Background: an optimization exercise with open tools, aiming at small area and a short achievable clock period. Do not read the settings as production practice. Power is estimated from default activity; no workload was simulated.

Setup of the reference run:
==> flow/design.v <==
module bist #(
  parameter int size   = 6,
  parameter int length = 8
) (
  input  logic              start,
  input  logic              rst,
  input  logic              clk,
  input  logic              csin,
  input  logic              rwbarin,
  input  logic              opr,
  input  logic [size-1:0]   address,
  input  logic [length-1:0] datain,
  output logic [length-1:0] dataout,
  output logic              fail
);
  logic             NbarT;              
  logic             nrm;                
  logic [9:0]       q;
  logic             cout;
  logic [7:0]       tlo, thi;           
  logic             wt;                 
  logic             endt;               
  logic             kt;                 
  logic [63:0][7:0] ram;                
  logic [7:0]       rd_n;               
  logic [7:0]       rd_t_n;             
  logic [7:0] data_t;
  always_comb begin
    case (q[9:7])
      3'd0: data_t = 8'hAA;
      3'd1: data_t = 8'h55;
      3'd2: data_t = 8'hF0;
      3'd3: data_t = 8'h0F;
      3'd4: data_t = 8'h00;
      3'd5: data_t = 8'hFF;
      3'd6: data_t = 8'h33;
      default: data_t = 8'hCC;
    endcase
  end
  logic [7:0] d;
  logic       we;
  assign d  = nrm ? datain : data_t;
  assign we = wt | (nrm & csin & ~rwbarin);
  logic       mode_next, cout_next;
  logic [9:0] q_next, q_next1;
  always_comb begin
    if (rst) mode_next = 1'b0;
    else if (!NbarT) mode_next = start;
    else if (cout) mode_next = 1'b0;
    else mode_next = 1'b1;
    q_next    = NbarT ? q + 10'd1 : 10'd0;
    q_next1   = q_next + 10'd1;
    cout_next = NbarT && (q == 10'h3FF);
  end
  logic to_n, to_t;
  assign to_n = rst | endt | (nrm & ~start);
  assign to_t = ~rst & kt;
  logic gn, gt, byn, byt;
  assign gn  = ~we & to_n;
  assign gt  = ~we & to_t;
  assign byn = we & to_n;
  assign byt = we & to_t;
  logic [7:0] lo_r, lo_w, hin, hit, hiw;
  predec u_lo_r (.g(1'b1), .en(nrm), .a(address[2:0]), .t(tlo), .y(lo_r));
  predec u_lo_w (.g(1'b1), .en(nrm), .a(address[2:0]), .t(tlo), .y(lo_w));
  predec u_hin  (.g(gn),   .en(nrm), .a(address[5:3]), .t(thi), .y(hin));
  predec u_hit  (.g(gt),   .en(nrm), .a(address[5:3]), .t(thi), .y(hit));
  predec u_hiw  (.g(we),   .en(nrm), .a(address[5:3]), .t(thi), .y(hiw));
  logic [63:0] de, den;
  for (genvar w = 0; w < 64; w++) begin : g_de
    and2  u_de  (.a(hiw[w/8]), .b(lo_w[w%8]), .y(de[w]));
    nand2 u_den (.a(hiw[w/8]), .b(lo_w[w%8]), .y(den[w]));
  end
  logic [63:0][7:0] ram_d;
  for (genvar w = 0; w < 64; w++) begin : g_hold
    for (genvar b = 0; b < 8; b++) begin : g_bit
      hold u_h (.s(de[w]), .sn(den[w]), .d(d[b]), .q(ram[w][b]), .y(ram_d[w][b]));
    end
  end
  always_ff @(posedge clk) ram <= ram_d;
  logic [7:0] grp [0:7];
  for (genvar i = 0; i < 8; i++) begin : g_grp
    for (genvar b = 0; b < 8; b++) begin : g_bit
      ao8 u_ao (.s(lo_r),
                .m({ram[8*i+7][b], ram[8*i+6][b], ram[8*i+5][b], ram[8*i+4][b],
                    ram[8*i+3][b], ram[8*i+2][b], ram[8*i+1][b], ram[8*i][b]}),
                .y(grp[i][b]));
    end
  end
  logic [7:0] rn_next, rt_next, bn, bt;
  always_comb begin
    bn = d & {8{byn}};
    bt = d & {8{byt}};
  end
  for (genvar b = 0; b < 8; b++) begin : g_rd
    ao8b u_n (.s(hin),
              .m({grp[7][b], grp[6][b], grp[5][b], grp[4][b],
                  grp[3][b], grp[2][b], grp[1][b], grp[0][b]}),
              .b(bn[b]), .y(rn_next[b]));
    ao8b u_t (.s(hit),
              .m({grp[7][b], grp[6][b], grp[5][b], grp[4][b],
                  grp[3][b], grp[2][b], grp[1][b], grp[0][b]}),
              .b(bt[b]), .y(rt_next[b]));
  end
  always_ff @(posedge clk) begin
    NbarT <= mode_next;
    nrm   <= ~mode_next;
    q     <= q_next;
    cout  <= cout_next;
    wt    <= mode_next & ~q_next[6];
    endt  <= mode_next & cout_next;
    kt    <= mode_next & ~cout_next & q_next1[6];
    for (int j = 0; j < 8; j++) begin
      tlo[j] <= mode_next && (q_next[2:0] == j[2:0]);
      thi[j] <= mode_next && (q_next[5:3] == j[2:0]);
    end
    rd_n <= rn_next;
    rd_t_n <= ~rt_next;
  end
  logic [7:0] on;
  for (genvar b = 0; b < 8; b++) begin : g_out
    nand3 u_a (.a(csin), .b(rwbarin), .c(rd_n[b]), .y(on[b]));
    nand2 u_o (.a(on[b]), .b(rd_t_n[b]), .y(dataout[b]));
  end
  always_ff @(posedge clk) begin
    if (rst) fail <= 1'b0;
    else if (opr && NbarT && (rwbarin || q[6]) && (~rd_t_n != data_t)) fail <= 1'b1;
  end
endmodule
module predec (
  input  logic       g,
  input  logic       en,
  input  logic [2:0] a,
  input  logic [7:0] t,
  output logic [7:0] y
);
  always_comb
    for (int j = 0; j < 8; j++) y[j] = g && ((en && a == j[2:0]) || t[j]);
endmodule
module ao8 (
  input  logic [7:0] s,
  input  logic [7:0] m,
  output logic       y
);
  assign y = |(s & m);
endmodule
module ao8b (
  input  logic [7:0] s,
  input  logic [7:0] m,
  input  logic       b,
  output logic       y
);
  logic [3:0] x;
  aoi22  u_x0 (.a(s[0]), .b(m[0]), .c(s[1]), .d(m[1]), .y(x[0]));
  aoi22  u_x1 (.a(s[2]), .b(m[2]), .c(s[3]), .d(m[3]), .y(x[1]));
  aoi22  u_x2 (.a(s[4]), .b(m[4]), .c(s[5]), .d(m[5]), .y(x[2]));
  aoi221 u_x3 (.a(s[6]), .b(m[6]), .c(s[7]), .d(m[7]), .e(b), .y(x[3]));
  nand4  u_y  (.a(x[0]), .b(x[1]), .c(x[2]), .d(x[3]), .y(y));
endmodule
module aoi22 (input logic a, b, c, d, output logic y);
  assign y = ~((a & b) | (c & d));
endmodule
module aoi221 (input logic a, b, c, d, e, output logic y);
  assign y = ~((a & b) | (c & d) | e);
endmodule
module nand4 (input logic a, b, c, d, output logic y);
  assign y = ~(a & b & c & d);
endmodule
module and2 (input logic a, b, output logic y);
  assign y = a & b;
endmodule
module nand3 (input logic a, b, c, output logic y);
  assign y = ~(a & b & c);
endmodule
module hold (input logic s, sn, d, q, output logic y);
  assign y = (s & d) | (sn & q);
endmodule
module nand2 (input logic a, b, output logic y);
  assign y = ~(a & b);
endmodule
clock: 4.5 ns
lec_check: 0
cap_margin: 20
core_margin: 2
core_utilization: 40
setup_slack_margin: 2.2
slew_margin: 20
synth_hierarchical: 1
synth_minimum_keep_size: 0
standard.sh (not shown) runs the stock make flow with config.mk's settings and CLKGATE_MAP_FILE= SYNTH_SCRIPT=/design/flow/synth_recipe.tcl, a recipe that flattens the netlist after the stock synthesis.
==> flow/flow/run.sh <==
#!/bin/bash
# Layout flow: the standard flow (standard.sh), with two changes after
# the standard synthesis:
#  - the port buffers are plain buffers (buf_4) instead of the delay cells
#    buffer_ports picks by default;
#  - the delay cells are not used by repair, so no path gets a delay cell
#    as a buffer.
# Each step's output goes to a log of its own in this folder (ORFS also
# keeps its per-step logs under orfs/logs).
set -euo pipefail

bash standard.sh synth > synth.log 2>&1

export BUFFER_PORTS_ARGS="-buffer_cell sky130_fd_sc_hd__buf_4"
export DONT_USE_CELLS="sky130_fd_sc_hd__dlygate4sd1_1 sky130_fd_sc_hd__dlygate4sd2_1 sky130_fd_sc_hd__dlygate4sd3_1 sky130_fd_sc_hd__clkdlybuf4s15_1 sky130_fd_sc_hd__clkdlybuf4s15_2 sky130_fd_sc_hd__clkdlybuf4s18_1 sky130_fd_sc_hd__clkdlybuf4s18_2 sky130_fd_sc_hd__clkdlybuf4s25_1 sky130_fd_sc_hd__clkdlybuf4s25_2 sky130_fd_sc_hd__clkdlybuf4s50_1 sky130_fd_sc_hd__clkdlybuf4s50_2 sky130_fd_sc_hd__dlymetal6s2s_1 sky130_fd_sc_hd__dlymetal6s4s_1 sky130_fd_sc_hd__dlymetal6s6s_1"

bash standard.sh floorplan > floorplan.log 2>&1
bash standard.sh place > place.log 2>&1
bash standard.sh cts > cts.log 2>&1
bash standard.sh route > route.log 2>&1
bash standard.sh finish > finish.log 2>&1
--- input diff the reference run..the trial run ---
diff --git a/flow/design.v b/flow/design.v
--- a/flow/design.v
+++ b/flow/design.v
@@ -64,22 +64,17 @@
   predec u_lo_r (.g(1'b1), .en(nrm), .a(address[2:0]), .t(tlo), .y(lo_r));
   predec u_lo_w (.g(1'b1), .en(nrm), .a(address[2:0]), .t(tlo), .y(lo_w));
   predec u_hin  (.g(gn),   .en(nrm), .a(address[5:3]), .t(thi), .y(hin));
   predec u_hit  (.g(gt),   .en(nrm), .a(address[5:3]), .t(thi), .y(hit));
   predec u_hiw  (.g(we),   .en(nrm), .a(address[5:3]), .t(thi), .y(hiw));
-  logic [63:0] de, den;
+  logic [63:0] de;
   for (genvar w = 0; w < 64; w++) begin : g_de
-    and2  u_de  (.a(hiw[w/8]), .b(lo_w[w%8]), .y(de[w]));
-    nand2 u_den (.a(hiw[w/8]), .b(lo_w[w%8]), .y(den[w]));
+    and2 u_de (.a(hiw[w/8]), .b(lo_w[w%8]), .y(de[w]));
   end
-  logic [63:0][7:0] ram_d;
-  for (genvar w = 0; w < 64; w++) begin : g_hold
-    for (genvar b = 0; b < 8; b++) begin : g_bit
-      hold u_h (.s(de[w]), .sn(den[w]), .d(d[b]), .q(ram[w][b]), .y(ram_d[w][b]));
-    end
-  end
-  always_ff @(posedge clk) ram <= ram_d;
+  always_ff @(posedge clk)
+    for (int w = 0; w < 64; w++)
+      if (de[w]) ram[w] <= d;
   logic [7:0] grp [0:7];
   for (genvar i = 0; i < 8; i++) begin : g_grp
     for (genvar b = 0; b < 8; b++) begin : g_bit
       ao8 u_ao (.s(lo_r),
                 .m({ram[8*i+7][b], ram[8*i+6][b], ram[8*i+5][b], ram[8*i+4][b],
@@ -170,11 +165,8 @@
   assign y = a & b;
 endmodule
 module nand3 (input logic a, b, c, output logic y);
   assign y = ~(a & b & c);
 endmodule
-module hold (input logic s, sn, d, q, output logic y);
-  assign y = (s & d) | (sn & q);
-endmodule
 module nand2 (input logic a, b, output logic y);
   assign y = ~(a & b);
 endmodule
--- outcome ---
Compared with the reference run, in the trial run overall power after layout dropped 0.52 mW, antenna diode count rose by 5, global-route wire length before repair shows a reduction of about 18%. The trial run vs the reference run — area of all placed cells without fillers dropped slightly. Post-synthesis instance total on the trial run is down relative to the reference run. Delta(via count of the first global-routing pass, the trial run - the reference run) < 0.
No functional check of the RTL was part of any run of this note.

## re-timing with driven ports
In the flow no input, the clock included, has a driving cell. The finished layouts below were timed again as built, in two steps. Step 1 sets driving cells, clkbuf_16 on the clock port and buf_2 on the other inputs (assumed; they add their load-dependent delay and slew). Step 2 times the ports against the registers' clock, not the clock port: input delays grow and output delays shrink by t, the midpoint of the rising clock arrivals with the driver on. Three values: no drivers, after step 1, after step 2; two values: the first two.
run	t, ns	setup WS [ns]	worst data-port slew with drivers (ns)
the reference run	0.673	2.075 / 2.075 / 1.431	0.09
the trial run	0.681	2.143 / 2.126 / 1.484	0.12
After both steps setup and hold are still met in every run listed. For the trial run, which loses most, drivers alone change the setup slack by -0.017 ns; drivers and shift together by -0.659 ns.
